This is an optimization exercise on Yosys and OpenROAD, whose aim is small area and a short achievable clock period, not a production implementation.
Where RTL was checked, it was by simulation tests only, not by an equivalence proof against the original.
Function not checked in run 1: the RTL went through the layout flow alone.
Power is estimated from default activity; no workload was simulated.

**flow/flow/my_synth.tcl**
```tcl
# The standard synthesis (synth_recipe.tcl, sourced unchanged) with one
# change: Yosys's abc pass runs the ABC script named by MY_ABC_SCRIPT in
# place of ORFS's abc_speed script.
proc abc {args} {
  set i [lsearch -exact $args -script]
  if { $i >= 0 && [info exists ::env(MY_ABC_SCRIPT)] } {
    lset args [expr { $i + 1 }] $::env(MY_ABC_SCRIPT)
  }
  puts "my_synth: abc $args"
  yosys abc {*}$args
}
source $::env(FLOW_WORK)/synth_recipe.tcl
```
**flow/flow/opts.sh**
```bash
# options for run.sh
export MY_ABC_SCRIPT=$W/flow/abc.script
EXTRA=( "BUFFER_PORTS_ARGS=-buffer_cell sky130_fd_sc_hd__buf_1" "ADDER_MAP_FILE=" )
```
**flow/design.v**
```verilog
`timescale 1ns / 1ps
module MicroUAZ8Bits2020V02(
    input Clk,
    input Rst,
    input [8:0] i_Instruction,
    input [7:0] i_Dato_Bus,
    output [7:0] o_Addres_Instruction_Bus,
    output [7:0] o_DataOut_Bus,
    output [7:0] o_Addres_Data_Bus,
    output RW
    );
    wire [2:0] op = i_Instruction[8:6];
    wire [2:0] a  = i_Instruction[5:3];
    wire [2:0] b  = i_Instruction[2:0];
    reg [7:0] R [0:7];
    reg [7:0] PC;
    reg C;
    reg fl, Zs, Ns;
    wire [7:0] Ra = R[a];
    wire [7:0] Rb = R[b];
    wire [7:0] R0 = R[0];
    wire Z = fl ? (R0 == 8'd0) & ~C : Zs;
    wire N = fl ? R0[7] : Ns;
    assign RW = ~op[2] & op[1];
    assign o_Addres_Data_Bus = op[1] ? Ra : Rb;
    assign o_DataOut_Bus = op[0] ? Rb : {5'b0, b};
    assign o_Addres_Instruction_Bus = PC;
    wire sub = b[0];
    wire [8:0] s = {1'b0, R0 ^ {8{sub}}} + {1'b0, Ra};
    wire [8:0] addsub = {s[8], s[7:0] ^ {8{sub}}};
    reg [8:0] res;
    always @* begin
        case (b)
            3'd0, 3'd1: res = addsub;
            3'd2: res = {1'b0, R0} << Ra;
            3'd3: res = {1'b0, R0} >> Ra;
            3'd4: res = {1'b1, ~R0};
            3'd5: res = {1'b0, R0 & Ra};
            3'd6: res = {1'b0, R0 | Ra};
            default: res = {1'b0, R0 ^ Ra};
        endcase
    end
    wire is_math = op == 3'b101;
    wire is_jump = op == 3'b110;
    wire link    = is_jump & (b == 3'd1);
    wire wa = (op[2:1] == 2'b00) | (op == 3'b100);
    wire [7:0] wd = op[2] ? Rb : (op[0] ? i_Dato_Bus : {5'b0, b});
    reg taken;
    always @* begin
        case (b)
            3'd0, 3'd1: taken = 1'b1;
            3'd2: taken = Z;
            3'd3: taken = ~Z;
            3'd4: taken = N;
            3'd5: taken = ~N;
            3'd6: taken = C;
            default: taken = ~C;
        endcase
    end
    integer i;
    always @(posedge Clk, posedge Rst) begin
        if (Rst) begin
            for (i = 0; i < 8; i = i + 1) R[i] <= 8'd0;
            PC <= 8'd0;
            C <= 1'b0; fl <= 1'b0; Zs <= 1'b0; Ns <= 1'b0;
        end else begin
            for (i = 1; i < 7; i = i + 1)
                if (wa && a == i) R[i] <= wd;
            if (is_math) R[0] <= res[7:0];
            else if (wa && a == 3'd0) R[0] <= wd;
            if (link) R[7] <= PC;
            else if (wa && a == 3'd7) R[7] <= wd;
            PC <= (is_jump & taken) ? Ra : PC + 8'd1;
            if (is_math) begin
                C <= res[8];
                fl <= 1'b1;
            end else if (wa && a == 3'd0) begin
                fl <= 1'b0;
                Zs <= Z;
                Ns <= N;
            end
        end
    end
endmodule
```
**flow/standard.sh**
```bash
#!/bin/bash
# synth_recipe.tcl (not shown) runs the flow's synth.tcl, then flattens the netlist and writes it again
# the make line also repeats each setting of config.mk as NAME=value (left out here)
make -C /OpenROAD-flow-scripts/flow DESIGN_CONFIG=/design/flow/config.mk WORK_HOME=/design/flow/orfs CLKGATE_MAP_FILE= SYNTH_SCRIPT=/design/flow/synth_recipe.tcl "${@:-finish}"
```
**flow/constraint.sdc**
```tcl
create_clock -name core_clock -period 6.0 [get_ports {Clk}]
set_input_delay 1.2000 -clock core_clock [delete_from_list [all_inputs] [get_ports {Clk}]]
set_output_delay 1.2000 -clock core_clock [all_outputs]
set_load 0.01 [all_outputs]
```
**flow/config.mk**
```make
export PLATFORM = sky130hd
export DESIGN_NAME = MicroUAZ8Bits2020V02
export DESIGN_NICKNAME = MicroUAZ8Bits2020V02
export VERILOG_FILES = /design/flow/design.v
export SDC_FILE = /design/flow/constraint.sdc
export NUM_CORES = 4
export LEC_CHECK = 0
export CAP_MARGIN = 20
export CORE_MARGIN = 2
export CORE_UTILIZATION = 40
export SETUP_SLACK_MARGIN = 2.5
export SLEW_MARGIN = 20
export TNS_END_PERCENT = 0
```
**flow/flow/run.sh**
```bash
#!/bin/bash
# Own layout flow: the standard ORFS flow (standard.sh), with the
# changes set in flow/opts.sh:
#  - MY_ABC_SCRIPT: ABC script for synthesis's mapping (via my_synth.tcl,
#    which sources synth_recipe.tcl unchanged and only swaps abc's script);
#  - EXTRA: further make variables (port buffer cell, adder mapping, ...).
# Each tool's output stays in orfs/logs/; make's own output in run_make.log.
set -euo pipefail
W=$(pwd)
export FLOW_WORK=$W
EXTRA=()
source $W/flow/opts.sh
bash standard.sh SYNTH_SCRIPT=$W/flow/my_synth.tcl "${EXTRA[@]}" finish > $W/run_make.log 2>&1
```
**flow/flow/abc.script**
```
&get -n
&st
&dch
&nf
&put
```
==> impl_metrics.tcl, run 1 <==
set metrics [dict create \
    viasPerCell 6.72 \
    hold_viol 0 \
    drtAntennaViolNets 0 \
    cts_made_buffers 9 \
    synthTopCellsByArea "dfrtp_1, nand2_1, o21ai_0" \
    ys_ff_latch 76 \
    pwr-share-clk_pct 22.9 \
    yosys.area.top_type "dfrtp_1" \
    rr_startpoint "R[0][7]" \
    power_frac_comb_pct 43.1 \
    grt_util_all_layers_pct 32.1 \
    multi_input_area_um2 3900 \
    cts-root-buf "clkbuf_16" \
    route.detailed.drc 0 \
    switching_power_w 0.00110 \
    nNetsFinal 822 \
    regArea_um2 1900 \
    async_flop_share_pct 100 \
    min_period_over_period_pct 70.6 \
    cts.clk_slew.worst_paths_ns 0.06 \
    placed_area_um2 6060 \
    fin_tns_setup_ns 0 \
    design_area_um2 7260 \
    grt_pass1_wl_um 35400 \
    worst_setup_path_end_kind "primary output" \
    num_vias 6613 \
    synth_top_area_share_pct 35.1 \
    skew_ns 0.00588 \
    diodes 0 \
    min_path_cells 2 \
    drt_iter0_drc 1087 \
    io_buffers 43 \
    hp-class "register to register" \
    ir_worst_vdd_mv 0.250 \
    critPathKind "input pin to primary output" \
    antenna_found_initial 0 \
    syn_nets 690 \
    maxSlewHeadroom_pct 33.6 \
    wl_per_cell_um 23.6 \
    min_to "Ns" \
    yosysMostFrequentCell "nand2_1" \
    cts_buffer_depth 2 \
    cts_sinks 76 \
    status "finished clean" \
    syn_to_final_growth_pct 34.2 \
    required_ns 4.80 \
    die_h_um 120 \
    p_int_w 0.00146 \
    gr-total-overflow 0 \
    reg2reg_depth 13 \
    rows 42 \
    totalWireLength_um 23200 \
    switching_share_pct 43.0 \
    fillCellCount 1227 \
    cts_tree "done" \
    syn_area_per_cell_um2 8.07 \
    final-setup-viol-count 0 \
    synth.distinct_cells 53 \
    yosys-top-cells-count "nand2_1, o21ai_0, dfrtp_1, a21oi_1, nor2_1" \
    netlist_instances 671 \
    pwr_density_cell_nw_per_um2 353 \
    die_w_um 120 \
    cts_hold_buf 0 \
    min_period_ns 4.24 \
    start_kind "input pin" \
    cap_violations 0 \
    io_pins 44 \
    clock.fmax_mhz 236 \
    min_from "Ns" \
    pwr-share-seq_pct 34.0 \
    grt_setup_unrepaired "yes" \
    p_leak_nw 3.01 \
    reg2reg_to "R[0][7]" \
    grt_pass1_vias 6095 \
    yosys_warnings 2 \
    synth.cell_area_um2 5410 \
    place_hpwl_um 16100 \
    synth_ff_type "dfrtp_1" \
    fin_util_pct 54.8 \
    core_um2 13200 \
    clk_latency_ns 0.34 \
    synth-seq-area-share_pct 35.1 \
    critPathArrivalTime_ns 3.04 \
    crit_path_max_fanout 7 \
    reg2reg_slack_ns 2.67 \
    htreeDepth 3 \
    dr.pass1.iters 9 \
    drive_gt1_share_pct 19.9 \
    worstMarginPinSlew_ns 0.995 \
    die_area_um2 14500 \
    synth_edf_count 0 \
    grt_max_degree 77 \
    hold_slack_ns 0.511 \
    gp_congestion 0.987 \
    maxSlewViolCount 0 \
    initial_utilization_pct 40.9 \
]
## timing repair
item	in CTS	in global routing
buffers inserted	44	7
pin swaps	33	10
endpoints found under the setup margin	89	26
cloned	4	0
hold endpoints to repair	0	0
resized for setup	107	6
## cells in the final DEF (no fill, tap or decap), types with 8 or more instances in the layout
| cell type | count |
|---|---|
| and4b_1 | 10 |
| buf_2 | 10 |
| buf_6 | 8 |
| nand3_1 | 15 |
| buf_1 | 33 |
| a21oi_1 | 49 |
| dfrtp_1 | 76 |
| nand2_1 | 123 |
| a31oi_1 | 14 |
| buf_4 | 58 |
| clkbuf_16 | 9 |
| nor2_1 | 48 |
| xnor2_1 | 17 |
| a221oi_1 | 13 |
| a22oi_1 | 17 |
| o211ai_1 | 8 |
| o31ai_1 | 9 |
| o21ai_0 | 81 |
| a222oi_1 | 15 |
## critical path, stage by stage
cell,delay [ns]
buf_16,0.12
buf_8,0.13
and3b_2,0.24
a222oi_1,0.42
nand3_1,0.26
buf_6,0.19
a21oi_4,0.12
buf_6,0.13
a21oi_2,0.05
buf_2,0.17
## cells by family (layout without fill, tap and decap cells)
kind of cell             count (synthesis)  after routing  synth area share (%)
AO/OA/AOI/OAI                          283            283                  34.4
XOR/XNOR                                26             26                  4.46
adder cells (fa/ha/maj)                  1              1                 0.185
buffers and inverters                    7            142                 0.486
flip-flops                              76             76                  35.1
multiplexers                             4              4                 0.763
AND/OR/NAND/NOR                        274            276                  24.5
## worst max-delay path by stage
stage | start | endpoint | cells past startpoint
2_1_floorplan | i_Instruction[4] | R[0][1] | 12
3_3_place_gp | i_Instruction[5] | R[0][4] | 14
6_report | i_Instruction[5] | o_Addres_Data_Bus[6] | 10
5_1_grt | i_Instruction[5] | o_Addres_Data_Bus[6] | 10
4_1_cts | i_Instruction[2] | o_Addres_Data_Bus[3] | 11
3_5_place_dp | i_Instruction[5] | R[0][4] | 14
## state kept, by name, indices dropped and copies added (netlist names)
register  cells
R            64
PC            8
C             1
Ns            1
Zs            1
fl            1
## routing by layer
layer  share of wire (%)  global-route usage (%)  vias to the layer above
met3                 8.7                    4.67                      105
li1                    -                       -                     2914
met2                  45                    49.5                      463
met1                  41                    43.2                     3131
met5                   0                       0                        -
met4                 6.0                    18.2                        0
## power groups by stage
stage	Clock [W]	Combinational (W)	Sequential, W
3_5_place_dp	0	0.000923	0.000860
5_1_grt	0.000618	0.00119	0.000887
4_1_cts	0.000596	0.00105	0.000858
2_1_floorplan	0	0.000636	0.000785
3_3_place_gp	0	0.000914	0.000862
6_report	0.000588	0.00111	0.000872
## area by class of cell
type                            instances  area share, %
Sequential cell                        76           26.2
Timing Repair Buffer                  119           12.3
Clock buffer                           10           3.15
Clock inverter                          6           1.21
Tap cell                              176           3.03
Multi-Input combinational cell        590           53.7
Inverter                                7          0.448
## metrics by stage
stage	setup WS, ns	power (W)	cells
floorplan	2.20	0.00142	671
global placement	0.797	0.00178	910
detailed placement	0.685	0.00178	911
CTS	1.95	0.00250	975
global route	1.74	0.00269	984
finish	1.76	0.00257	984
==> inputs of run 2 (changes only) <==
--- a/flow/design.v
+++ b/flow/design.v
@@ -23,28 +23,39 @@
     wire N = fl ? R0[7] : Ns;
     assign RW = ~op[2] & op[1];
     assign o_Addres_Data_Bus = op[1] ? Ra : Rb;
-    assign o_DataOut_Bus = op[0] ? Rb : {5'b0, b};
+    wire [7:0] rbi = (op[0] | op[2]) ? Rb : {5'b0, b};
+    assign o_DataOut_Bus = rbi;
     assign o_Addres_Instruction_Bus = PC;
     wire sub = b[0];
     wire [8:0] s = {1'b0, R0 ^ {8{sub}}} + {1'b0, Ra};
     wire [8:0] addsub = {s[8], s[7:0] ^ {8{sub}}};
-    reg [8:0] res;
+    wire left = ~b[0];
+    wire [8:0] v = left ? {R0[0], R0[1], R0[2], R0[3], R0[4], R0[5], R0[6], R0[7], 1'b0}
+                        : {1'b0, R0};
+    wire [8:0] vs = v >> Ra;
+    wire [8:0] sh = left ? {vs[0], vs[1], vs[2], vs[3], vs[4], vs[5], vs[6], vs[7], vs[8]} : vs;
+    reg [3:0] tt;
     always @* begin
-        case (b)
-            3'd0, 3'd1: res = addsub;
-            3'd2: res = {1'b0, R0} << Ra;
-            3'd3: res = {1'b0, R0} >> Ra;
-            3'd4: res = {1'b1, ~R0};
-            3'd5: res = {1'b0, R0 & Ra};
-            3'd6: res = {1'b0, R0 | Ra};
-            default: res = {1'b0, R0 ^ Ra};
+        case (b[1:0])
+            2'd0: tt = 4'b0011;    
+            2'd1: tt = 4'b1000;    
+            2'd2: tt = 4'b1110;    
+            default: tt = 4'b0110;  
         endcase
     end
+    wire [7:0] lg;
+    genvar k;
+    generate
+        for (k = 0; k < 8; k = k + 1) begin : lgb
+            assign lg[k] = tt[{R0[k], Ra[k]}];
+        end
+    endgenerate
+    wire [8:0] res = b[2] ? {b[1:0] == 2'd0, lg} : (b[1] ? sh : addsub);
     wire is_math = op == 3'b101;
     wire is_jump = op == 3'b110;
     wire link    = is_jump & (b == 3'd1);
     wire wa = (op[2:1] == 2'b00) | (op == 3'b100);
-    wire [7:0] wd = op[2] ? Rb : (op[0] ? i_Dato_Bus : {5'b0, b});
+    wire [7:0] wd = (op[0] & ~op[2]) ? i_Dato_Bus : rbi;
     reg taken;
     always @* begin
         case (b)
==> impl_metrics.tcl, run 2 <==
set metrics [dict create \
    cts_tree "done" \
    place_hpwl_um 15000 \
    synth_edf_count 0 \
    crit_path_max_fanout 11 \
    maxSlewViolCount 0 \
    async_flop_share_pct 100 \
    hp-class "register to register" \
    top_register "R" \
    largest_reg_flops 64 \
    worst_setup_path_end_kind "primary output" \
    synth_ff_type "dfrtp_1" \
    critPathArrivalTime_ns 2.78 \
    io_pins 44 \
    grt_pass1_wl_um 33500 \
    maxSlewHeadroom_pct 27.8 \
    path_cells "buf_12 > buf_8 > and3b_2 > a222oi_1 > nand3_1 > o21a_4 > nand2_2 > o21ai_2 > buf_2" \
    critPathKind "input pin to primary output" \
    syn_to_final_growth_pct 35.3 \
    switching_power_w 0.00100 \
    p_leak_nw 2.91 \
    cap_violations 0 \
    viasPerCell 6.50 \
    synth.cell_area_um2 5170 \
    synth_top_area_share_pct 36.8 \
    io_buffers 43 \
    ir_worst_vdd_mv 0.209 \
    antenna_found_initial 0 \
    diodes 0 \
    p_int_w 0.00143 \
    reg_top3 "R (64), PC (8)" \
    cp-startpoint "i_Instruction[5]" \
    most-common-layout-cells "nand2_1, dfrtp_1, a21oi_1, o21ai_0, buf_4" \
    synth-seq-area-share_pct 36.8 \
    totalWireLength_um 21700 \
    syn_area_per_cell_um2 8.32 \
    start_kind "input pin" \
    wl_per_cell_um 23.6 \
    required_ns 4.80 \
    netlist_instances 621 \
    rr_startpoint "R[6][0]" \
    clock.fmax_mhz 251 \
    route.detailed.drc 0 \
    cts_made_buffers 9 \
    die_w_um 118 \
    gr-total-overflow 0 \
    status "finished clean" \
    drt_iter0_drc 756 \
    min_from "R[6][7]" \
    yosys_warnings 2 \
    dp_cells 848 \
    grt_setup_unrepaired "yes" \
    cts.clk_slew.worst_paths_ns 0.06 \
    min_period_over_period_pct 66.4 \
    nNetsFinal 759 \
    layout_commonest_cell "nand2_1" \
    cts-root-buf "clkbuf_16" \
    cts_buffer_depth 2 \
    syn_nets 640 \
    switching_share_pct 41.2 \
    skew_ns 0.0110 \
    drive_gt1_share_pct 21.3 \
    cts_sinks 76 \
    synth.distinct_cells 58 \
    min_period_ns 3.98 \
    hold_viol 0 \
    cp_slowest_cell "a222oi_1" \
    clk_latency_ns 0.35 \
    fillCellCount 1182 \
    rows 41 \
    fin_tns_setup_ns 0 \
    pwr-share-seq_pct 34.9 \
    pwr_density_cell_nw_per_um2 348 \
    num_vias 5965 \
    yosysMostFrequentCell "nand2_1" \
    grt_util_all_layers_pct 31.1 \
    core_um2 12600 \
    ys_ff_latch 76 \
    die_area_um2 13800 \
    cpPeakStageDelay_ns 0.40 \
    yosys-top-cells-count "nand2_1, dfrtp_1, o21ai_0, nor2_1, a21oi_1" \
    grt_pass1_vias 5781 \
    synthTopCellsByArea "dfrtp_1, nand2_1, o21ai_0" \
    final-setup-viol-count 0 \
    fin_cells 917 \
    initial_utilization_pct 41.0 \
    grt_max_degree 54 \
    pwr-share-clk_pct 24.9 \
    drtAntennaViolNets 0 \
    cts_hold_buf 0 \
    power_frac_comb_pct 40.2 \
    yosys.area.top_type "dfrtp_1" \
    die_h_um 118 \
    htreeDepth 3 \
    worstMarginPinSlew_ns 1.05 \
    dr.pass1.iters 6 \
    gp_congestion 0.996 \
]
## run 2: changes by cell type after synthesis, sizes merged, moves of 6 or more
cell / previous run / this run
o31ai: 10 / 3
nand2: 124 / 93
o21ai: 83 / 63
nand3: 15 / 26
a22oi: 18 / 35
xnor2: 18 / 12
a221oi: 17 / 5
mux2i: 3 / 14
## run 2: final timing paths
check	slack (ns)	cells after the start	to
min in group asynchronous	0.86	2	PC[1]
max	2.02	9	o_Addres_Data_Bus[2]
min reg2reg	0.51	2	R[6][7]
min	0.51	2	R[6][7]
max in group asynchronous	4.06	3	fl
max reg2reg	2.82	11	R[0][3]
## run 2: area by class of cell
cell class | instances | area, µm² | area share [%]
sequential | 76 | 1900 | 27.2
multi-input combinational | 541 | 3640 | 52.0
inverter | 6 | 56.3 | 0.805
timing repair buffer | 105 | 840 | 12.0
clock buffer | 10 | 239 | 3.42
clock inverter | 6 | 95.1 | 1.36
tap | 172 | 215 | 3.08
timing repair inverter | 1 | 11.3 | 0.161
## run 2: repair_timing
| item | 4_1_cts | 5_1_grt |
|---|---|---|
| pin swaps | 22 | 15 |
| endpoints found under the setup margin | 81 | 35 |
| setup buffers | 38 | 10 |
| resized for setup | 96 | 19 |
| gates cloned | 4 | 1 |
## run 2: worst max-delay path: cells and delay by family
| kind | cells | cell delay (ns) |
|---|---|---|
| compound gates | 3 | 0.64 |
| simple gates | 3 | 0.54 |
| buf+inv | 3 | 0.41 |
## run 2: per-layer routing
metal | wire length, µm | global-route usage [%]
met5 | 0 | 0
met4 | 1060 | 15.2
met3 | 1690 | 4.99
met2 | 10300 | 51.5
met1 | 8670 | 39.6
## run 2: logic make-up after synthesis
family          after synthesis  synth area share (%)
mux                          17                  3.36
xor+xnor                     24                  4.60
fa+ha+maj                     2                 0.387
flops                        76                  36.8
simple gates                251                  23.3
buf+inv                       6                 0.436
compound gates              245                  31.1
## run 2: power by group through the flow
stage	combinational (W)	clock [W]	sequential, W
floorplan	0.000584	0	0.000780
global placement	0.000828	0	0.000846
detailed placement	0.000837	0	0.000847
CTS	0.000935	0.000611	0.000843
global route	0.00106	0.000639	0.000865
finish	0.000978	0.000606	0.000850
## run 2: stage by stage
stage	cell area, µm²	setup slack, ns	util [%]	hold slack, ns	power, W
6_report	7000	2.02	55.4	0.514	0.00243
5_1_grt	7000	1.98	55.4	0.545	0.00256
4_1_cts	6840	2.09	54.2	0.515	0.00239
3_5_place_dp	5780	0.745	45.8	0.503	0.00168
3_3_place_gp	5780	0.881	45.8	0.486	0.00167
2_1_floorplan	5310	2.39	-	0.464	0.00136
==> inputs of run 3 (changes only) <==
--- a/flow/config.mk
+++ b/flow/config.mk
@@ -8,6 +8,6 @@
 export CAP_MARGIN = 20
 export CORE_MARGIN = 2
 export CORE_UTILIZATION = 40
-export SETUP_SLACK_MARGIN = 2.5
+export SETUP_SLACK_MARGIN = 3.0
 export SLEW_MARGIN = 20
 export TNS_END_PERCENT = 0
==> impl_metrics.tcl, run 3 <==
set metrics [dict create \
    syn_to_final_growth_pct 35.3 \
    fin_tns_setup_ns 0 \
    rows 41 \
    ir_worst_vdd_mv 0.209 \
    pwr_density_cell_nw_per_um2 348 \
    grt_max_degree 54 \
    yosysMostFrequentCell "nand2_1" \
    fin_cells 917 \
    min_period_over_period_pct 66.4 \
    syn_nets 640 \
    antenna_found_initial 0 \
    die_area_um2 13800 \
    cts_made_buffers 9 \
    yosys_warnings 2 \
    critPathArrivalTime_ns 2.78 \
    top_register "R" \
    grt_pass1_wl_um 33500 \
    clock.fmax_mhz 251 \
    drt_iter0_drc 756 \
    cts-root-buf "clkbuf_16" \
    status "finished clean" \
    gr-total-overflow 0 \
    grt_setup_unrepaired "yes" \
    clk_latency_ns 0.35 \
    grt_util_all_layers_pct 31.1 \
    final-setup-viol-count 0 \
    fillCellCount 1182 \
    finalPower_w 0.00243 \
    synth_edf_count 0 \
    grt_pass1_vias 5781 \
    synth.distinct_cells 58 \
    p_leak_nw 2.91 \
    syn_area_per_cell_um2 8.32 \
    num_vias 5965 \
    ys_ff_latch 76 \
    maxSlewViolCount 0 \
    cap_violations 0 \
    diodes 0 \
    layout_commonest_cell "nand2_1" \
    htreeDepth 3 \
    cts_buffer_depth 2 \
    hp-class "register to register" \
    io_pins 44 \
    initial_utilization_pct 41.0 \
    synthTopCellsByArea "dfrtp_1, nand2_1, o21ai_0" \
    async_flop_share_pct 100 \
    worstMarginPinSlew_ns 1.05 \
    die_h_um 118 \
    cts_hold_buf 0 \
    min_period_ns 3.98 \
    totalWireLength_um 21700 \
    start_kind "input pin" \
    core_um2 12600 \
    cts_tree "done" \
    skew_ns 0.0110 \
    io_buffers 43 \
    maxSlewHeadroom_pct 27.8 \
    use_met3_pct 4.99 \
    synth.cell_area_um2 5170 \
    met1_usage_pct 39.6 \
    wl_per_cell_um 23.6 \
    dp_cells 848 \
    hold_viol 0 \
    required_ns 4.80 \
    route.detailed.drc 0 \
    drive_gt1_share_pct 21.3 \
    yosys.area.top_type "dfrtp_1" \
    place_hpwl_um 15000 \
    most-common-layout-cells "nand2_1, dfrtp_1, a21oi_1, o21ai_0, buf_4" \
    grt_busiest_layer "met2" \
    largest_reg_flops 64 \
    dr.pass1.iters 6 \
    die_w_um 118 \
    crit_path_max_fanout 11 \
    gp_congestion 0.996 \
    synth_ff_type "dfrtp_1" \
    synth-seq-area-share_pct 36.8 \
    reg_top3 "R (64), PC (8)" \
    worst_setup_path_end_kind "primary output" \
    synth_top_area_share_pct 36.8 \
    drtAntennaViolNets 0 \
    met2_usage_pct 51.5 \
    yosys-top-cells-count "nand2_1, dfrtp_1, o21ai_0, nor2_1, a21oi_1" \
    cts.clk_slew.worst_paths_ns 0.06 \
    critPathKind "input pin to primary output" \
    netlist_instances 621 \
    cts_sinks 76 \
    nNetsFinal 759 \
    viasPerCell 6.50 \
]
[run 3: cell counts after synthesis]
Identical to the previous run, type by type.
[run 3: kinds of logic after synthesis]
| logic type | after synthesis | share of synthesized area, % |
|---|---|---|
| XOR/XNOR | 24 | 4.60 |
| buffers and inverters | 6 | 0.436 |
| flip-flops | 76 | 36.8 |
| adder cells (fa/ha/maj) | 2 | 0.387 |
| AND/OR/NAND/NOR | 251 | 23.3 |
| multiplexers | 17 | 3.36 |
| AO/OA/AOI/OAI | 245 | 31.1 |
[run 3: worst paths after layout]
path / from / endpoint / slack, ns / cells past startpoint
hold reg to reg: R[6][7] / R[6][7] / 0.51 / 2
setup reg to reg: R[6][0] / R[0][3] / 2.82 / 11
max in group asynchronous: Rst / fl / 4.06 / 3
setup / recovery: i_Instruction[5] / o_Addres_Data_Bus[2] / 2.02 / 9
min in group asynchronous: Rst / PC[1] / 0.86 / 2
hold / removal: R[6][7] / R[6][7] / 0.51 / 2
[run 3: critical path, stage by stage]
cell      delay (ns)
buf_12          0.13
buf_8           0.14
and3b_2         0.25
a222oi_1        0.40
nand3_1         0.22
o21a_4          0.19
nand2_2         0.07
o21ai_2         0.05
buf_2           0.14
[run 3: cell type report]
class / instances / area [µm²] / area share, %
clock buffers: 10 / 239 / 3.42
clock inverters: 6 / 95.1 / 1.36
inverters: 6 / 56.3 / 0.805
multi-input cells: 541 / 3640 / 52.0
flip-flops and latches: 76 / 1900 / 27.2
well taps: 172 / 215 / 3.08
repair buffers: 105 / 840 / 12.0
repair inverters: 1 / 11.3 / 0.161
[run 3: per-stage QoR]
stage          worst slack [ns]  hold WS [ns]  util (%)  instance area [µm²]
6_report                   2.02         0.514      55.4                 7000
3_5_place_dp              0.745         0.503      45.8                 5780
4_1_cts                    2.09         0.515      54.2                 6840
3_3_place_gp              0.881         0.486      45.8                 5780
2_1_floorplan              2.39         0.464         -                 5310
5_1_grt                    1.98         0.545      55.4                 7000
[run 3: power breakdown]
part / switching, W / leakage (nW) / internal, W
Clock: 0.000226 / 0.164 / 0.000380
Sequential: 0.000199 / 0.953 / 0.000650
Combinational: 0.000576 / 1.79 / 0.000401
Total: 0.00100 / 2.91 / 0.00143
[run 3: what timing repair did]
| item | in CTS | in global routing |
|---|---|---|
| pin swaps | 22 | 15 |
| buffers inserted | 38 | 10 |
| cloned | 4 | 1 |
| resized for setup | 96 | 19 |
| setup endpoints to repair | 91 | 87 |
[run 3: metal layers]
layer  routed length, µm  part of all wire (%)
met1                8670                    40
met2               10300                    47
met3                1690                   7.8
met4                1060                   4.9
met5                   0                     0
==> inputs of run 4 (changes only) <==
--- a/flow/config.mk
+++ b/flow/config.mk
@@ -8,6 +8,6 @@
 export CAP_MARGIN = 20
 export CORE_MARGIN = 2
 export CORE_UTILIZATION = 40
-export SETUP_SLACK_MARGIN = 3.0
+export SETUP_SLACK_MARGIN = 2.0
 export SLEW_MARGIN = 20
 export TNS_END_PERCENT = 0
==> impl_metrics.tcl, run 4 <==
set metrics [dict create \
    status "finished clean" \
    synth-seq-area-share_pct 36.8 \
    gr-total-overflow 0 \
    nNetsFinal 755 \
    min_period_over_period_pct 69.1 \
    reg2reg_depth 11 \
    yosys-top-cells-count "nand2_1, dfrtp_1, o21ai_0, nor2_1, a21oi_1" \
    drt_iter0_drc 720 \
    totalWireLength_um 21900 \
    grt_pass1_vias 5828 \
    hp-class "register to register" \
    path_buf_inv 5 \
    required_ns 4.80 \
    use_met3_pct 5.43 \
    rr_startpoint "R[7][0]" \
    cts_made_buffers 9 \
    top_register "R" \
    synthTopCellsByArea "dfrtp_1, nand2_1, o21ai_0" \
    gp_congestion 1.02 \
    synth.distinct_cells 58 \
    initial_utilization_pct 41.0 \
    cap_violations 0 \
    grt_setup_unrepaired "yes" \
    hold_viol 0 \
    yosys_warnings 2 \
    viasPerCell 6.61 \
    min_period_ns 4.14 \
    synth_top_family_by_area "compound AO/OA/AOI/OAI gates" \
    maxSlewViolCount 0 \
    cp_slowest_cell "clkdlybuf4s15_2" \
    diodes 0 \
    skew_ns 0.0130 \
    maxSlewHeadroom_pct 25.2 \
    synth_ff_type "dfrtp_1" \
    die_w_um 118 \
    grt_max_degree 52 \
    grt_pass1_wl_um 34100 \
    critPathArrivalTime_ns 2.94 \
    cts_buffer_depth 2 \
    regArea_um2 1900 \
    route.detailed.drc 0 \
    worst_setup_path_end_kind "primary output" \
    ys_ff_latch 76 \
    syn_nets 640 \
    synth.cell_area_um2 5170 \
    die_area_um2 13800 \
    cts-root-buf "clkbuf_16" \
    critPathKind "input pin to primary output" \
    multi_input_area_um2 3430 \
    cpPeakStageDelay_ns 0.34 \
    crit_family "buffers and inverters" \
    largest_reg_flops 64 \
    htreeDepth 3 \
    synth_mux_area_share_pct 3.36 \
    drive_gt1_share_pct 16.6 \
    finalPower_w 0.00239 \
    yosys.area.top_type "dfrtp_1" \
    die_h_um 118 \
    syn_area_per_cell_um2 8.32 \
    synth_top_area_share_pct 36.8 \
    cts_tree "done" \
    io_buffers 43 \
    reg2reg_to "R[0][7]" \
    pwr_density_cell_nw_per_um2 357 \
    layout_commonest_cell "nand2_1" \
    drtAntennaViolNets 0 \
    ir_worst_vdd_mv 0.212 \
    clock.fmax_mhz 241 \
    core_um2 12600 \
    synth-compound-area-share_pct 31.1 \
    place_hpwl_um 15200 \
    reg_top3 "R (64), PC (8)" \
    reg2reg_slack_ns 2.78 \
    final-setup-viol-count 0 \
    synth_edf_count 0 \
    grt_busiest_layer "met2" \
    num_vias 6036 \
    p_leak_nw 2.80 \
    syn_to_final_growth_pct 29.8 \
    dr.pass1.iters 7 \
    fillCellCount 1200 \
    clk_latency_ns 0.36 \
    rows 41 \
    yosys.area_share.simple_pct 23.3 \
    cts_sinks 76 \
    grt_util_all_layers_pct 32.0 \
    wl_per_cell_um 24.0 \
    met2_usage_pct 51.9 \
    cp-startpoint "i_Instruction[1]" \
    netlist_instances 621 \
    crit_path_max_fanout 5 \
    crit_top_cell "buf_8" \
    antenna_found_initial 0 \
    min_to "R[3][4]" \
    synth_fa_ha_area_share_pct 0.387 \
    async_flop_share_pct 100 \
    cts.clk_slew.worst_paths_ns 0.06 \
    most-common-layout-cells "nand2_1, dfrtp_1, o21ai_0" \
    min_from "R[3][4]" \
    worstMarginPinSlew_ns 1.09 \
    synth-xor-area-share_pct 4.60 \
    fin_tns_setup_ns 0 \
    path_cells "buf_8 > buf_8 > buf_4 > nor3_4 > clkdlybuf4s15_2 > a22oi_1 > nand3_1 > a21oi_1 > o21ai_1 > buf_1" \
    yosysMostFrequentCell "nand2_1" \
    io_pins 44 \
    met1_usage_pct 40.9 \
    start_kind "input pin" \
    min_path_cells 2 \
]
## run 4: cell counts after synthesis
Identical to the previous run, type by type.
## run 4: through the flow
step                std cells  hold slack, ns  setup slack (ns)  cell area [µm²]  utilization (%)
global placement          862           0.493             0.876             5750             45.5
CTS                       911           0.514              1.88             6640             52.6
global route              913           0.539              1.79             6710             53.2
detailed placement        862           0.505             0.965             5750             45.5
finish                    913           0.514              1.86             6710             53.2
floorplan                 621           0.464              2.03             5170                -
## run 4: worst max path at each step
stage	to	depth (start not counted)	slack, ns
after global placement	C	13	0.88
after floorplan	o_Addres_Data_Bus[0]	6	2.03
after detailed placement	C	13	0.96
after CTS	o_DataOut_Bus[5]	12	1.88
final	o_DataOut_Bus[2]	10	1.86
after global routing	o_DataOut_Bus[0]	11	1.79
## run 4: per-layer routing
layer | vias up | part of all wire [%]
met5 | - | 0
met4 | 0 | 6.5
met3 | 100 | 9.3
met2 | 409 | 46
met1 | 2878 | 39
li1 | 2649 | -
## run 4: kinds of logic (layout without fill, tap and decap cells)
group | count (synthesis) | after routing
and+or+nand+nor | 251 | 251
muxes | 17 | 17
DFF | 76 | 76
adders and majority gates | 2 | 2
AOI/OAI and AO/OA | 245 | 245
buffers and inverters | 6 | 126
xor gates and xnor gates | 24 | 24
## run 4: cell type report
| type | instances | area share, % |
|---|---|---|
| inverters | 6 | 0.559 |
| flip-flops and latches | 76 | 28.3 |
| clock buffers | 10 | 3.41 |
| clock inverters | 6 | 1.68 |
| repair buffers | 104 | 11.7 |
| well taps | 172 | 3.21 |
| multi-input cells | 539 | 51.1 |
## run 4: power breakdown
group | switching, W | internal [W]
clock network | 0.000227 | 0.000407
logic | 0.000548 | 0.000368
registers | 0.000193 | 0.000651
total | 0.000969 | 0.00143
## run 4: worst reg2reg max path, cell delays in order (launching register included)
cell and delay (ns):
dfrtp_1 0.44, and4_1 0.18, a2111o_1 0.41, nor2_2 0.22, nor3_1 0.12, maj3_1 0.43, maj3_1 0.41, a31oi_2 0.28
o211ai_1 0.12, o311ai_0 0.14, o211ai_1 0.17, a22o_1 0.21
## run 4: timing repair
item / 4_1_cts / 5_1_grt
hold buffers: 0 / 0
pin swaps: 4 / 7
endpoints found under the setup margin: 43 / 24
gates resized for setup: 74 / 19
setup buffers: 29 / 2
gates cloned: 4 / 0
==> inputs of run 5 (changes only) <==
==> flow/flow/opts.sh (replaced) <==
# options for run.sh
EXTRA=( "BUFFER_PORTS_ARGS=-buffer_cell sky130_fd_sc_hd__buf_1" "ADDER_MAP_FILE=" )
--- a/flow/config.mk
+++ b/flow/config.mk
@@ -7,7 +7,7 @@
 export LEC_CHECK = 0
 export CAP_MARGIN = 20
 export CORE_MARGIN = 2
-export CORE_UTILIZATION = 40
-export SETUP_SLACK_MARGIN = 2.0
+export CORE_UTILIZATION = 35
+export SETUP_SLACK_MARGIN = 2.5
 export SLEW_MARGIN = 20
 export TNS_END_PERCENT = 0
removed: flow/flow/abc.script
==> impl_metrics.tcl, run 5 <==
set metrics [dict create \
    final-setup-viol-count 0 \
    synth.cell_area_um2 6230 \
    worstMarginPinSlew_ns 1.14 \
    die_area_um2 18900 \
    hp-class "register to register" \
    wl_per_cell_um 21.8 \
    use_met3_pct 3.97 \
    core_um2 17400 \
    clock.fmax_mhz 257 \
    worst_setup_path_end_kind "primary output" \
    grt_setup_unrepaired "yes" \
    cts_tree "done" \
    cts_made_buffers 9 \
    design_area_um2 7580 \
    synth_edf_count 0 \
    pwr_density_cell_nw_per_um2 346 \
    critPathKind "input pin to primary output" \
    fillCellCount 1718 \
    syn_area_per_cell_um2 8.13 \
    nNetsFinal 827 \
    cts.clk_slew.worst_paths_ns 0.06 \
    gr-total-overflow 0 \
    async_flop_share_pct 100 \
    placed_area_um2 6500 \
    ir_worst_vdd_mv 0.159 \
    status "finished clean" \
    yosysMostFrequentCell "nand2_1" \
    met2_usage_pct 35.6 \
    p_leak_nw 3.00 \
    die_w_um 137 \
    most-common-layout-cells "nand2_1, o21ai_0, dfrtp_1" \
    largest_reg_flops 64 \
    route.detailed.drc 0 \
    yosys.area.top_type "dfrtp_1" \
    hold_viol 0 \
    start_kind "input pin" \
    synth_ff_type "dfrtp_1" \
    antenna_found_initial 0 \
    grt_pass1_wl_um 33400 \
    grt_util_all_layers_pct 23.5 \
    top_register "R" \
    cts_sinks 76 \
    synth_top_area_share_pct 30.5 \
    dr.pass1.iters 5 \
    layout_commonest_cell "nand2_1" \
    gp_congestion 0.897 \
    htreeDepth 3 \
    grt_max_degree 77 \
    cts-root-buf "clkbuf_16" \
    num_vias 6421 \
    place_hpwl_um 15000 \
    viasPerCell 6.19 \
    syn_nets 785 \
    critPathArrivalTime_ns 2.69 \
    fin_tns_setup_ns 0 \
    ys_ff_latch 76 \
    netlist_instances 766 \
    min_period_ns 3.89 \
    initial_utilization_pct 35.9 \
    maxSlewHeadroom_pct 23.0 \
    syn_to_final_growth_pct 21.7 \
    grt_pass1_vias 5753 \
    min_period_over_period_pct 64.9 \
    cap_violations 0 \
    grt_busiest_layer "met2" \
    met1_usage_pct 32.1 \
    io_pins 44 \
    die_h_um 137 \
    skew_ns 0.00944 \
    cts_buffer_depth 2 \
    synthTopCellsByArea "dfrtp_1, o21ai_0, nand2_1" \
    required_ns 4.80 \
    synth-seq-area-share_pct 30.5 \
    drt_iter0_drc 626 \
    synth.distinct_cells 74 \
    drive_gt1_share_pct 19.2 \
    reg_top3 "R (64), PC (8)" \
    maxSlewViolCount 0 \
    drtAntennaViolNets 0 \
    crit_path_max_fanout 11 \
    rows 48 \
    totalWireLength_um 22600 \
    yosys_warnings 2 \
    cts_hold_buf 0 \
    diodes 0 \
    yosys-top-cells-count "nand2_1, o21ai_0, dfrtp_1, nor2_1, a21oi_1" \
    clk_latency_ns 0.36 \
    io_buffers 43 \
]
-- run 5: cell types whose count changed in the layout (fill, tap and decap cells not counted), moves of 11 or more --
| cell | delta |
|---|---|
| o21ai_0 | +26 |
| a22oi_1 | -21 |
| mux4_2 | +15 |
| inv_1 | +14 |
| mux2_2 | +11 |
-- run 5: critical path, stage by stage --
cell and delay, ns:
clkbuf_16 0.16, mux2_2 0.34, a32o_1 0.25, a2111oi_4 0.23, a21oi_2 0.07, mux2_2 0.29
buf_1 0.13
-- run 5: kinds of logic after synthesis --
family	Yosys count	share of synthesized area, %
flops	76	30.5
compound gates	270	28.7
simple gates	256	19.0
xor+xnor	22	3.09
mux	59	12.9
buf+inv	83	5.75
-- run 5: power by group --
part           switching, W  internal [W]
clock network      0.000241      0.000305
registers          0.000241      0.000653
logic              0.000660      0.000518
total               0.00114       0.00148
-- run 5: final timing paths --
check                                 startpoint                    to  slack (ns)  cells past startpoint
worst max register to register           R[1][1]               R[0][5]        2.83                     10
max in group asynchronous                    Rst               R[3][2]        4.47                      3
worst min register to register           R[4][4]               R[4][4]        0.50                      2
worst min-delay path                     R[4][4]               R[4][4]        0.50                      2
worst max-delay path            i_Instruction[0]  o_Addres_Data_Bus[1]        2.11                      7
min in group asynchronous                    Rst               R[3][7]        0.99                      3
-- run 5: area by class of cell --
type                            count  area, µm²  share of cell area, %
Clock inverter                      4       32.5                  0.429
Inverter                           18       78.8                   1.04
Clock buffer                       12        256                   3.38
Multi-Input combinational cell    608       4240                   56.0
Timing Repair Buffer               95        786                   10.4
Tap cell                          225        282                   3.71
Sequential cell                    76       1900                   25.1
-- run 5: routing by layer --
layer | up-vias | part of all wire, %
met5 | - | 0
met4 | 0 | 4.4
met3 | 67 | 7.4
met2 | 320 | 46
met1 | 3107 | 42
li1 | 2927 | -
-- run 5: repair_timing --
| item | 4_1_cts | 5_1_grt |
|---|---|---|
| pin swaps | 3 | 10 |
| resized for setup | 61 | 41 |
| cloned | 2 | 3 |
| setup buffers | 10 | 24 |
| setup endpoints to repair | 41 | 25 |
-- run 5: stage by stage --
stage	util (%)	worst slack, ns	hold slack [ns]	power (W)	instances
after CTS	41.3	2.07	0.506	0.00250	1010
after global placement	37.5	0.866	0.474	0.00189	982
after global routing	43.7	2.00	0.513	0.00277	1038
final	43.7	2.11	0.502	0.00262	1038
after floorplan	-	2.14	0.451	0.00160	766
after detailed placement	37.5	0.796	0.489	0.00190	982
==> inputs of run 6 (changes only) <==
==> flow/flow/abc.script (new file) <==
&get -n
&st
&dch
&nf
&put
==> flow/flow/opts.sh (replaced) <==
# options for run.sh
export MY_ABC_SCRIPT=$W/flow/abc.script
EXTRA=( "BUFFER_PORTS_ARGS=-buffer_cell sky130_fd_sc_hd__buf_1" "ADDER_MAP_FILE=" )
--- a/flow/config.mk
+++ b/flow/config.mk
@@ -7,7 +7,9 @@
 export LEC_CHECK = 0
 export CAP_MARGIN = 20
 export CORE_MARGIN = 2
-export CORE_UTILIZATION = 35
+export CORE_UTILIZATION = 40
+export CTS_BUF_LIST = sky130_fd_sc_hd__clkbuf_8
+export CTS_CLUSTER_SIZE = 25
 export SETUP_SLACK_MARGIN = 2.5
 export SLEW_MARGIN = 20
 export TNS_END_PERCENT = 0
==> impl_metrics.tcl, run 6 <==
set metrics [dict create \
    hold_viol 0 \
    synth_edf_count 0 \
    maxSlewViolCount 0 \
    syn_to_final_growth_pct 33.1 \
    cts-root-buf "clkbuf_8" \
    ys_ff_latch 76 \
    pwr-share-seq_pct 37.2 \
    yosys-top-cells-count "nand2_1, dfrtp_1, o21ai_0, nor2_1, a21oi_1" \
    gp_congestion 0.996 \
    critPathArrivalTime_ns 2.77 \
    synth.cell_area_um2 5170 \
    grt_setup_unrepaired "yes" \
    initial_utilization_pct 41.0 \
    switching_share_pct 43.3 \
    drive_gt1_share_pct 20.5 \
    die_area_um2 13800 \
    synth-seq-area-share_pct 36.8 \
    grt_pass1_vias 5805 \
    dp_cells 848 \
    reg2reg_depth 13 \
    synthTopCellsByArea "dfrtp_1, nand2_1, o21ai_0" \
    yosys.area.top_type "dfrtp_1" \
    status "finished clean" \
    min_to "R[3][4]" \
    fillCellCount 1206 \
    reg2reg_slack_ns 2.71 \
    synth_top_area_share_pct 36.8 \
    yosys_warnings 2 \
    reg2reg_to "R[0][6]" \
    fin_cells 917 \
    synth.distinct_cells 58 \
    syn_area_per_cell_um2 8.32 \
    num_vias 5986 \
    cts_tree "done" \
    die_h_um 118 \
    grt_pass1_wl_um 33800 \
    viasPerCell 6.53 \
    min_path_cells 2 \
    reg_top3 "R (64), PC (8)" \
    path_cells "buf_12 > buf_8 > and3b_1 > a222oi_1 > nand3_1 > o21a_4 > nand2_1 > o21ai_1 > buf_2" \
    placed_area_um2 5780 \
    p_int_w 0.00129 \
    maxSlewHeadroom_pct 24.3 \
    skew_ns 0.0164 \
    netlist_instances 621 \
    most-common-layout-cells "nand2_1, dfrtp_1, a21oi_1" \
    crit_path_max_fanout 8 \
    grt_max_degree 54 \
    pwr-share-clk_pct 20.3 \
    core_um2 12600 \
    synth_ff_type "dfrtp_1" \
    path_buf_inv 3 \
    finalWorstSetupSlack_ns 2.03 \
    diodes 0 \
    clock.fmax_mhz 252 \
    switching_power_w 0.000987 \
    drt_iter0_drc 869 \
    pwr_density_cell_nw_per_um2 331 \
    finalPower_w 0.00228 \
    final-setup-viol-count 0 \
    grt_util_all_layers_pct 31.2 \
    cpPeakStageDelay_ns 0.38 \
    min_from "R[3][4]" \
    top_register "R" \
    crit_family "compound AO/OA/AOI/OAI gates" \
    ir_worst_vdd_mv 0.273 \
    place_hpwl_um 15000 \
    multi_input_area_um2 3620 \
    critPathKind "input pin to primary output" \
    cts_buffer_depth 2 \
    regArea_um2 1900 \
    fin_tns_setup_ns 0 \
    power_frac_comb_pct 42.5 \
    clk_latency_ns 0.37 \
    yosysMostFrequentCell "nand2_1" \
    antenna_found_initial 0 \
    htreeDepth 3 \
    design_area_um2 6880 \
    min_period_over_period_pct 66.1 \
    hp-class "register to register" \
    io_buffers 43 \
    gr-total-overflow 0 \
    cts_sinks 76 \
    start_kind "input pin" \
    largest_reg_flops 64 \
    p_leak_nw 2.85 \
    worst_setup_path_end_kind "primary output" \
    dp_slack_ns 0.745 \
    totalWireLength_um 21700 \
    drtAntennaViolNets 0 \
    wl_per_cell_um 23.7 \
    required_ns 4.80 \
    rows 41 \
    cp_slowest_cell "a222oi_1" \
    syn_nets 640 \
    nNetsFinal 759 \
    cts_made_buffers 9 \
    cap_violations 0 \
    async_flop_share_pct 100 \
    cts.clk_slew.worst_paths_ns 0.08 \
    die_w_um 118 \
    layout_commonest_cell "nand2_1" \
    min_period_ns 3.97 \
    dr.pass1.iters 9 \
    worstMarginPinSlew_ns 1.10 \
    io_pins 44 \
    rr_startpoint "R[6][0]" \
    route.detailed.drc 0 \
]
-- run 6: cells by family (layout without fill, tap and decap cells) --
family,after synthesis,count (layout),synth area share (%)
xor+xnor,24,24,4.60
simple gates,251,253,23.3
buf+inv,6,128,0.436
mux,17,17,3.36
compound gates,245,245,31.1
fa+ha+maj,2,2,0.387
flops,76,76,36.8
-- run 6: worst max path at each step --
stage | slack (ns) | start | endpoint | cells after the start
after global routing | 1.98 | i_Instruction[5] | o_Addres_Data_Bus[2] | 10
after CTS | 2.09 | i_Instruction[4] | o_Addres_Data_Bus[1] | 9
after global placement | 0.88 | i_Instruction[3] | C | 12
after detailed placement | 0.75 | i_Instruction[3] | C | 12
final | 2.03 | i_Instruction[5] | o_Addres_Data_Bus[2] | 9
after floorplan | 2.39 | i_Instruction[4] | R[0][7] | 11
-- run 6: worst min-delay path, delay by kind of cell (launching register included) --
family	cells	cell delay [ns]
flip-flops	1	0.37
AND/OR/NAND/NOR	1	0.05
AO/OA/AOI/OAI	1	0.06
-- run 6: per-stage QoR --
step	hold slack (ns)	utilization [%]
global placement	0.486	45.8
global route	0.563	54.5
CTS	0.521	53.5
finish	0.520	54.5
detailed placement	0.503	45.8
floorplan	0.464	-
-- run 6: timing repair --
| item | 4_1_cts | 5_1_grt |
|---|---|---|
| buffers inserted | 40 | 8 |
| pin swaps | 22 | 7 |
| gates resized for setup | 95 | 14 |
| gates cloned | 4 | 1 |
| hold buffers | 0 | 0 |
| hold endpoints to repair | 0 | 0 |
| endpoints found under the setup margin | 81 | 32 |
-- run 6: power by group through the flow --
stage,Combinational [W],Clock (W),Sequential [W]
finish,0.000969,0.000462,0.000849
floorplan,0.000584,0,0.000780
detailed placement,0.000837,0,0.000847
global placement,0.000828,0,0.000846
global route,0.00105,0.000492,0.000865
CTS,0.000932,0.000468,0.000841
-- run 6: layer usage --
metal	share of wire (%)	track usage, %	routed length (µm)	vias to the layer above
met5	0	0	0	-
met3	7.8	5.57	1690	92
met4	4.5	14.9	988	0
met2	48	51.8	10400	365
met1	40	39.4	8690	2874
li1	-	-	-	2655
-- run 6: layout make-up --
cell class	instances	share of cell area [%]
clock buffers	10	2.00
clock inverters	6	1.38
inverters	6	0.782
multi-input cells	541	52.6
flip-flops and latches	76	27.6
well taps	172	3.13
repair buffers	105	12.3
repair inverters	1	0.164
==> inputs of run 7 (changes only) <==
==> flow/flow/abc.script (replaced) <==
&get -n
&st
&dch -f
&nf -R 1000
&st
&dch -f
&nf -R 1000
&put
==> flow/flow/my_synth.tcl (replaced) <==
# The standard synthesis (synth_recipe.tcl, sourced unchanged) with one
# change: Yosys's abc pass runs the ABC script named by MY_ABC_SCRIPT in
# place of ORFS's abc_speed script, and keeps abc from the cells named in
# MY_ABC_DONT_USE, if set.
proc abc {args} {
  set i [lsearch -exact $args -script]
  if { $i >= 0 && [info exists ::env(MY_ABC_SCRIPT)] } {
    lset args [expr { $i + 1 }] $::env(MY_ABC_SCRIPT)
  }
  if { [info exists ::env(MY_ABC_DONT_USE)] } {
    foreach c $::env(MY_ABC_DONT_USE) { lappend args -dont_use $c }
  }
  puts "my_synth: abc $args"
  yosys abc {*}$args
}
source $::env(FLOW_WORK)/synth_recipe.tcl
==> impl_metrics.tcl, run 7 <==
set metrics [dict create \
    antenna_found_initial 0 \
    io_pins 44 \
    clk_latency_ns 0.38 \
    start_kind "input pin" \
    min_period_ns 4.23 \
    io_buffers 43 \
    hold_viol 0 \
    netlist_instances 605 \
    largest_reg_flops 64 \
    grt_max_degree 77 \
    pwr-share-seq_pct 40.2 \
    status "finished clean" \
    min_period_over_period_pct 70.5 \
    yosys_warnings 2 \
    cts_sinks 76 \
    pwr_density_cell_nw_per_um2 344 \
    diodes 0 \
    viasPerCell 6.57 \
    p_leak_nw 2.41 \
    nNetsFinal 711 \
    ys_ff_latch 76 \
    syn_to_final_growth_pct 22.2 \
    syn_nets 624 \
    power_frac_comb_pct 39.2 \
    cts_hold_buf 0 \
    die_w_um 115 \
    totalWireLength_um 19700 \
    ir_worst_vdd_mv 0.151 \
    drt_iter0_drc 866 \
    dr.pass1.iters 10 \
    synth-seq-area-share_pct 38.6 \
    grt_util_all_layers_pct 30.5 \
    layout_commonest_cell "nand2_1" \
    cap_violations 0 \
    route.detailed.drc 0 \
    fin_tns_setup_ns 0 \
    cts_tree "done" \
    reg_top3 "R (64), PC (8)" \
    critPathKind "input pin to primary output" \
    crit_path_max_fanout 9 \
    cts_made_buffers 9 \
    final-setup-viol-count 0 \
    wl_per_cell_um 23.4 \
    rows 40 \
    yosys.area.top_type "dfrtp_1" \
    num_vias 5543 \
    switching_share_pct 42.6 \
    switching_power_w 0.000880 \
    maxSlewHeadroom_pct 26.0 \
    syn_area_per_cell_um2 8.13 \
    grt_pass1_vias 5222 \
    pwr-share-clk_pct 20.6 \
    synth_top_area_share_pct 38.6 \
    drive_gt1_share_pct 12.8 \
    cts_buffer_depth 2 \
    maxSlewViolCount 0 \
    p_int_w 0.00119 \
    yosysMostFrequentCell "nand2_1" \
    top_register "R" \
    dp_cells 808 \
    finalPower_w 0.00207 \
    htreeDepth 3 \
    gp_congestion 1.02 \
    initial_utilization_pct 41.0 \
    drtAntennaViolNets 0 \
    required_ns 4.80 \
    die_h_um 115 \
    synth.cell_area_um2 4920 \
    cts-root-buf "clkbuf_8" \
    critPathArrivalTime_ns 3.03 \
    grt_pass1_wl_um 30300 \
    most-common-layout-cells "nand2_1, o21ai_0, dfrtp_1" \
    die_area_um2 13200 \
    synth.distinct_cells 47 \
    synthTopCellsByArea "dfrtp_1, o21ai_0, nand2_1" \
    cts.clk_slew.worst_paths_ns 0.08 \
    synth_ff_type "dfrtp_1" \
    place_hpwl_um 13800 \
    fin_util_pct 50.1 \
    clock.fmax_mhz 237 \
    yosys-top-cells-count "nand2_1, o21ai_0, dfrtp_1, a21oi_1, nor2_1" \
    worst_setup_path_end_kind "primary output" \
    gr-total-overflow 0 \
    fin_cells 844 \
    async_flop_share_pct 100 \
    core_um2 12000 \
    worstMarginPinSlew_ns 1.10 \
    hp-class "register to register" \
    synth_edf_count 0 \
    skew_ns 0.0120 \
    grt_setup_unrepaired "yes" \
]
==> run 7: cell types whose count changed in the layout (fill, tap and decap cells not counted), sizes merged, moves of 6 or more <==
cell / previous run / this run
a21o: 7 / 1
o22ai: 0 / 8
nand3: 26 / 14
nand2: 93 / 110
a31oi: 13 / 7
o21ai: 63 / 96
nor2: 59 / 45
clkinv: 6 / 14
xor2: 10 / 4
o211ai: 10 / 1
buf: 103 / 74
nor3: 13 / 7
==> run 7: path summary, 6_finish.rpt <==
path	slack, ns	end	cells after the start	startpoint
max	1.77	o_DataOut_Bus[1]	9	i_Instruction[1]
min	0.50	Ns	2	Ns
max reg2reg	2.61	R[0][6]	16	R[6][0]
min reg2reg	0.50	Ns	2	Ns
max in group asynchronous	4.27	R[4][7]	3	Rst
min in group asynchronous	1.11	R[4][4]	3	Rst
==> run 7: routing by layer <==
| layer | global-route usage [%] | vias to the layer above | part of all wire, % |
|---|---|---|---|
| met1 | 41.7 | 2583 | 40 |
| met3 | 3.43 | 104 | 8.8 |
| li1 | - | 2476 | - |
| met4 | 17.1 | 0 | 5.6 |
| met2 | 47.5 | 380 | 45 |
| met5 | 0 | - | 0 |
==> run 7: metrics by stage <==
| stage | hold slack (ns) | cell area [µm²] | setup WS (ns) |
|---|---|---|---|
| detailed placement | 0.477 | 5440 | 0.850 |
| finish | 0.500 | 6010 | 1.77 |
| global route | 0.534 | 6010 | 1.71 |
| CTS | 0.495 | 5890 | 1.86 |
| global placement | 0.471 | 5440 | 1.03 |
| floorplan | 0.449 | 5000 | 1.79 |
==> run 7: timing repair <==
action / in CTS / in global routing
pin swaps: 6 / 7
buffers inserted: 10 / 10
setup endpoints to repair: 76 / 45
gates resized for setup: 47 / 11
==> run 7: kinds of logic (layout without fill, tap and decap cells) <==
| family | Yosys count | after routing | share of synthesized area, % |
|---|---|---|---|
| AND/OR/NAND/NOR | 222 | 222 | 20.1 |
| XOR/XNOR | 20 | 20 | 4.12 |
| adder cells (fa/ha/maj) | 2 | 2 | 0.407 |
| buffers and inverters | 13 | 105 | 0.992 |
| multiplexers | 14 | 14 | 2.87 |
| AO/OA/AOI/OAI | 258 | 258 | 32.9 |
| flip-flops | 76 | 76 | 38.6 |
==> run 7: worst max-delay path: stages <==
cell and delay [ns]:
clkbuf_4 0.20, clkinv_2 0.13, nand2_4 0.11, nor2_2 0.37, a222oi_1 0.18, a31oi_1 0.24
a21oi_1 0.09, o21ai_0 0.31, buf_1 0.19
==> run 7: power by group through the flow <==
stage | Combinational [W] | Sequential [W] | Clock [W]
6_report | 0.000809 | 0.000832 | 0.000426
5_1_grt | 0.000886 | 0.000846 | 0.000450
4_1_cts | 0.000763 | 0.000823 | 0.000429
3_5_place_dp | 0.000732 | 0.000833 | 0
3_3_place_gp | 0.000721 | 0.000833 | 0
2_1_floorplan | 0.000508 | 0.000761 | 0
==> run 7: cell type report <==
| type | count | area [µm²] |
|---|---|---|
| fillers | 1180 | 6000 |
| multi-input cells | 516 | 3180 |
| flip-flops and latches | 76 | 1900 |
| repair buffers | 76 | 483 |
| well taps | 147 | 184 |
| clock buffers | 12 | 165 |
| inverters | 13 | 55.1 |
| clock inverters | 4 | 47.5 |
==> inputs of run 8 (changes only) <==
==> flow/flow/abc.script (replaced) <==
&get -n
&st
&dch -f
&nf -R 1000
&put
--- a/flow/config.mk
+++ b/flow/config.mk
@@ -12,4 +12,4 @@
 export CTS_CLUSTER_SIZE = 25
 export SETUP_SLACK_MARGIN = 2.5
 export SLEW_MARGIN = 20
-export TNS_END_PERCENT = 0
+export TNS_END_PERCENT = 10
==> impl_metrics.tcl, run 8 <==
set metrics [dict create \
    rr_startpoint "R[3][1]" \
    fin_util_pct 54.6 \
    status "finished clean" \
    synth_top_area_share_pct 38.4 \
    synth.distinct_cells 44 \
    syn_nets 622 \
    async_flop_share_pct 100 \
    layout_commonest_cell "nand2_1" \
    pwr_density_cell_nw_per_um2 311 \
    core_um2 12100 \
    grt_pass1_wl_um 31000 \
    synth.cell_area_um2 4950 \
    place_hpwl_um 12800 \
    min_period_ns 4.03 \
    maxSlewViolCount 0 \
    antenna_found_initial 0 \
    start_kind "input pin" \
    crit_path_max_fanout 12 \
    critPathArrivalTime_ns 2.83 \
    reg2reg_depth 13 \
    min_from "R[6][1]" \
    synth_edf_count 0 \
    initial_utilization_pct 41.1 \
    reg2reg_to "R[0][7]" \
    syn_area_per_cell_um2 8.21 \
    cts_buffer_depth 2 \
    cts_made_buffers 9 \
    setup.worst_path.end "o_DataOut_Bus[0]" \
    synthTopCellsByArea "dfrtp_1, o21ai_0, nand2_1" \
    dr.pass1.iters 7 \
    clk_latency_ns 0.36 \
    hp-class "register to register" \
    drive_gt1_share_pct 20.8 \
    most-common-layout-cells "nand2_1, o21ai_0, dfrtp_1" \
    final-setup-viol-count 0 \
    gp_congestion 0.991 \
    cp-startpoint "i_Instruction[8]" \
    hold_viol 0 \
    grt_util_all_layers_pct 30.8 \
    cts_sinks 76 \
    wl_per_cell_um 22.3 \
    cts_tree "done" \
    route.detailed.drc 0 \
    cts.clk_slew.worst_paths_ns 0.08 \
    drt_iter0_drc 916 \
    skew_ns 0.0117 \
    drtAntennaViolNets 0 \
    grt_pass1_vias 5464 \
    io_pins 44 \
    synth_ff_type "dfrtp_1" \
    worst_setup_path_end_kind "primary output" \
    yosys.area.top_type "dfrtp_1" \
    netlist_instances 603 \
    cts-root-buf "clkbuf_8" \
    ys_ff_latch 76 \
    maxSlewHeadroom_pct 27.8 \
    required_ns 4.80 \
    cts_hold_buf 0 \
    nNetsFinal 751 \
    reg_top3 "R (64), PC (8)" \
    ir_worst_vdd_mv 0.179 \
    rows 40 \
    reg2reg_slack_ns 2.84 \
    yosys_warnings 2 \
    viasPerCell 6.47 \
    grt_setup_unrepaired "yes" \
    totalWireLength_um 20200 \
    die_w_um 115 \
    top_register "R" \
    p_leak_nw 2.76 \
    htreeDepth 3 \
    diodes 0 \
    cap_violations 0 \
    yosysMostFrequentCell "nand2_1" \
    yosys-top-cells-count "nand2_1, o21ai_0, dfrtp_1, a21oi_1, nor2_1" \
    clock.fmax_mhz 248 \
    worstMarginPinSlew_ns 1.08 \
    num_vias 5852 \
    min_period_over_period_pct 67.1 \
    largest_reg_flops 64 \
    gr-total-overflow 0 \
    die_area_um2 13300 \
    fin_tns_setup_ns 0 \
    critPathKind "input pin to primary output" \
    syn_to_final_growth_pct 32.9 \
    io_buffers 43 \
    grt_max_degree 43 \
    die_h_um 115 \
    synth-seq-area-share_pct 38.4 \
]
## run 8: cell types whose count changed after synthesis, moves of 4 or more
cell | before | now
o221ai_1 | 4 | 0
nand2b_1 | 5 | 1
a21o_1 | 1 | 6
o21ai_0 | 96 | 91
xor2_1 | 4 | 11
a222oi_1 | 12 | 16
nand2_1 | 110 | 114
clkinv_1 | 13 | 4
o22ai_1 | 8 | 1
o211ai_1 | 1 | 13
a221oi_1 | 8 | 4
## run 8: critical path, stage by stage
cell	delay, ns
buf_1	0.24
nor2_1	0.83
o21ai_0	0.33
buf_2	0.22
## run 8: worst min path at each step
| stage | end | slack (ns) | cells after the start |
|---|---|---|---|
| floorplan | R[3][3] | 0.47 | 2 |
| global placement | R[6][7] | 0.49 | 2 |
| detailed placement | R[3][0] | 0.50 | 2 |
| CTS | R[6][1] | 0.52 | 2 |
| global route | R[5][3] | 0.56 | 2 |
| finish | R[6][1] | 0.52 | 2 |
## run 8: final cells by class
cell class / instances / area [µm²]
Inverter: 4 / 32.5
Clock buffer: 10 / 138
Fill cell: 1100 / 5480
Clock inverter: 5 / 30.0
Timing Repair Buffer: 112 / 908
Sequential cell: 76 / 1900
Multi-Input combinational cell: 529 / 3360
Tap cell: 168 / 210
## run 8: power breakdown
part / internal [W] / switching (W) / total (W)
clock network: 0.000157 / 0.000196 / 0.000353
logic: 0.000374 / 0.000503 / 0.000878
registers: 0.000638 / 0.000176 / 0.000814
total: 0.00117 / 0.000875 / 0.00204
## run 8: routing by layer
| layer | part of all wire [%] | vias up | track usage [%] |
|---|---|---|---|
| met5 | 0 | - | 0 |
| met4 | 4.0 | 0 | 12.0 |
| met3 | 12 | 79 | 7.33 |
| met2 | 43 | 441 | 44.0 |
| met1 | 41 | 2748 | 45.0 |
| li1 | - | 2584 | - |
## run 8: through the flow
step / instances / hold slack (ns) / area (µm²) / power [W] / worst slack, ns
2_1_floorplan: 603 / 0.470 / 5040 / 0.00126 / 2.30
3_5_place_dp: 827 / 0.501 / 5510 / 0.00153 / 1.14
4_1_cts: 897 / 0.519 / 6390 / 0.00198 / 2.10
6_report: 904 / 0.520 / 6580 / 0.00204 / 1.97
5_1_grt: 904 / 0.559 / 6580 / 0.00217 / 1.97
3_3_place_gp: 827 / 0.488 / 5510 / 0.00151 / 1.08
## run 8: repair_timing
item                       4_1_cts  5_1_grt
pin swaps                       31       23
setup endpoints to repair       74       36
setup buffers                   47        5
gates cloned                     8        2
resized for setup               85       30
## run 8: logic make-up after synthesis
logic type | synth area share (%)
AOI/OAI and AO/OA | 32.6
muxes | 3.46
buffers and inverters | 0.303
adders and majority gates | 0.404
and+or+nand+nor | 20.0
xor gates and xnor gates | 4.80
DFF | 38.4
==> inputs of run 9 (changes only) <==
--- a/flow/config.mk
+++ b/flow/config.mk
@@ -7,9 +7,9 @@
 export LEC_CHECK = 0
 export CAP_MARGIN = 20
 export CORE_MARGIN = 2
-export CORE_UTILIZATION = 40
+export CORE_UTILIZATION = 70
 export CTS_BUF_LIST = sky130_fd_sc_hd__clkbuf_8
 export CTS_CLUSTER_SIZE = 25
 export SETUP_SLACK_MARGIN = 2.5
 export SLEW_MARGIN = 20
-export TNS_END_PERCENT = 10
+export TNS_END_PERCENT = 0
==> impl_metrics.tcl, run 9 <==
set metrics [dict create \
    grt_util_all_layers_pct 83.0 \
    io_pins 44 \
    cts-root-buf "clkbuf_8" \
    synth.cell_area_um2 4950 \
    die_h_um 88.1 \
    synthTopCellsByArea "dfrtp_1, o21ai_0, nand2_1" \
    yosysMostFrequentCell "nand2_1" \
    cts_hold_buf 0 \
    yosys-top-cells-count "nand2_1, o21ai_0, dfrtp_1, a21oi_1, nor2_1" \
    netlist_instances 603 \
    htreeDepth 3 \
    yosys_warnings 2 \
    dp_cells 754 \
    gp_congestion 1.02 \
    stop_stage "global routing" \
    syn_nets 622 \
    place_hpwl_um 12300 \
    gr-total-overflow 13 \
    die_w_um 88.1 \
    syn_area_per_cell_um2 8.21 \
    yosys.area.top_type "dfrtp_1" \
    synth-seq-area-share_pct 38.4 \
    status "stopped before the end" \
    cts_made_buffers 9 \
    grt_max_degree 77 \
    io_buffers 43 \
    ys_ff_latch 76 \
    synth.distinct_cells 44 \
    synth_top_area_share_pct 38.4 \
    cts_sinks 76 \
    initial_utilization_pct 72.5 \
    async_flop_share_pct 100 \
    rows 30 \
    error_line "[ERROR GRT-0232] Routing congestion too high. Check the congestion heatmap in the GUI." \
    synth_ff_type "dfrtp_1" \
    cts_buffer_depth 2 \
    synth_edf_count 0 \
]
run 9: cell counts after synthesis:
Identical to the previous run, type by type.
run 9: kinds of logic after synthesis:
| logic type | Yosys count | synth area share [%] |
|---|---|---|
| mux | 17 | 3.46 |
| xor+xnor | 24 | 4.80 |
| fa+ha+maj | 2 | 0.404 |
| flops | 76 | 38.4 |
| buf+inv | 4 | 0.303 |
| simple gates | 223 | 20.0 |
| compound gates | 257 | 32.6 |
run 9: stage by stage:
step                      power [W]  worst slack [ns]  hold WS (ns)  area (µm²)
after floorplan             0.00126              2.30         0.470        5040
after global placement      0.00150              1.25         0.495        5410
after detailed placement    0.00154              1.19         0.519        5410
after CTS                   0.00209              2.16         0.540        6370
run 9: worst max path at each step:
stage,start,end,slack [ns]
after global placement,i_Instruction[1],o_Addres_Data_Bus[4],1.25
after CTS,i_Instruction[1],o_DataOut_Bus[1],2.16
after detailed placement,i_Instruction[1],o_Addres_Data_Bus[5],1.19
after floorplan,i_Instruction[3],R[0][7],2.30
run 9: what timing repair did:
| item | in CTS |
|---|---|
| hold endpoints to repair | 0 |
| setup buffers | 49 |
| pin swaps | 23 |
| cloned | 7 |
| resized for setup | 88 |
| setup endpoints to repair | 82 |
run 9: power groups by stage:
stage / sequential, W / clock, W / combinational, W
4_1_cts: 0.000817 / 0.000455 / 0.000817
3_3_place_gp: 0.000816 / 0 / 0.000687
2_1_floorplan: 0.000761 / 0 / 0.000503
3_5_place_dp: 0.000825 / 0 / 0.000715
run 9: layer usage:
metal  global-route usage [%]  GRT overflow
met4                     78.7            10
met1                     84.4             0
met2                     95.7             3
met5                     37.7             0
met3                     73.0             0

[afterwards: timing with drivers on the ports]
How much do the figures lean on ideal ports? The routed layouts below were timed once more, with nothing changed but the port constraints.
Step 1, drivers: a clkbuf_16 drives Clk and a buf_2 each remaining input, both assumed.
Step 2 moves the port delays by t, midway between the first and last clock arrival at a register: inputs arrive t later, outputs are due t later. That takes back most of the time a late clock gives input paths.
a / b / c = ideal ports / drivers / drivers and shift; a / b = the first two.
run	shift t [ns]	slack for setup (ns)	hold WS [ns]	worst setup path after step 2	pins driven straight from the clock port
run 1	0.382	1.761 / 1.700 / 1.430	0.511 / 0.511 / 0.511	input to register	1
run 2	0.380	2.015 / 1.968 / 1.727	0.514 / 0.514 / 0.514	input to register	1
run 3	0.380	2.015 / 1.968 / 1.727	0.514 / 0.514 / 0.514	input to register	1
run 4	0.388	1.856 / 1.814 / 1.550	0.514 / 0.514 / 0.514	input to register	1
run 5	0.395	2.107 / 2.003 / 1.750	0.502 / 0.502 / 0.502	input to register	1
run 6	0.398	2.033 / 1.985 / 1.643	0.520 / 0.520 / 0.520	input to register	1
run 7	0.404	1.773 / 1.739 / 1.420	0.500 / 0.500 / 0.500	input to register	1
run 8	0.392	1.972 / 1.952 / 1.644	0.520 / 0.520 / 0.520	input to register	1
After both steps setup and hold are still met in every run listed. For run 6, which loses most, drivers alone change the setup slack by -0.048 ns; drivers and shift together by -0.390 ns.
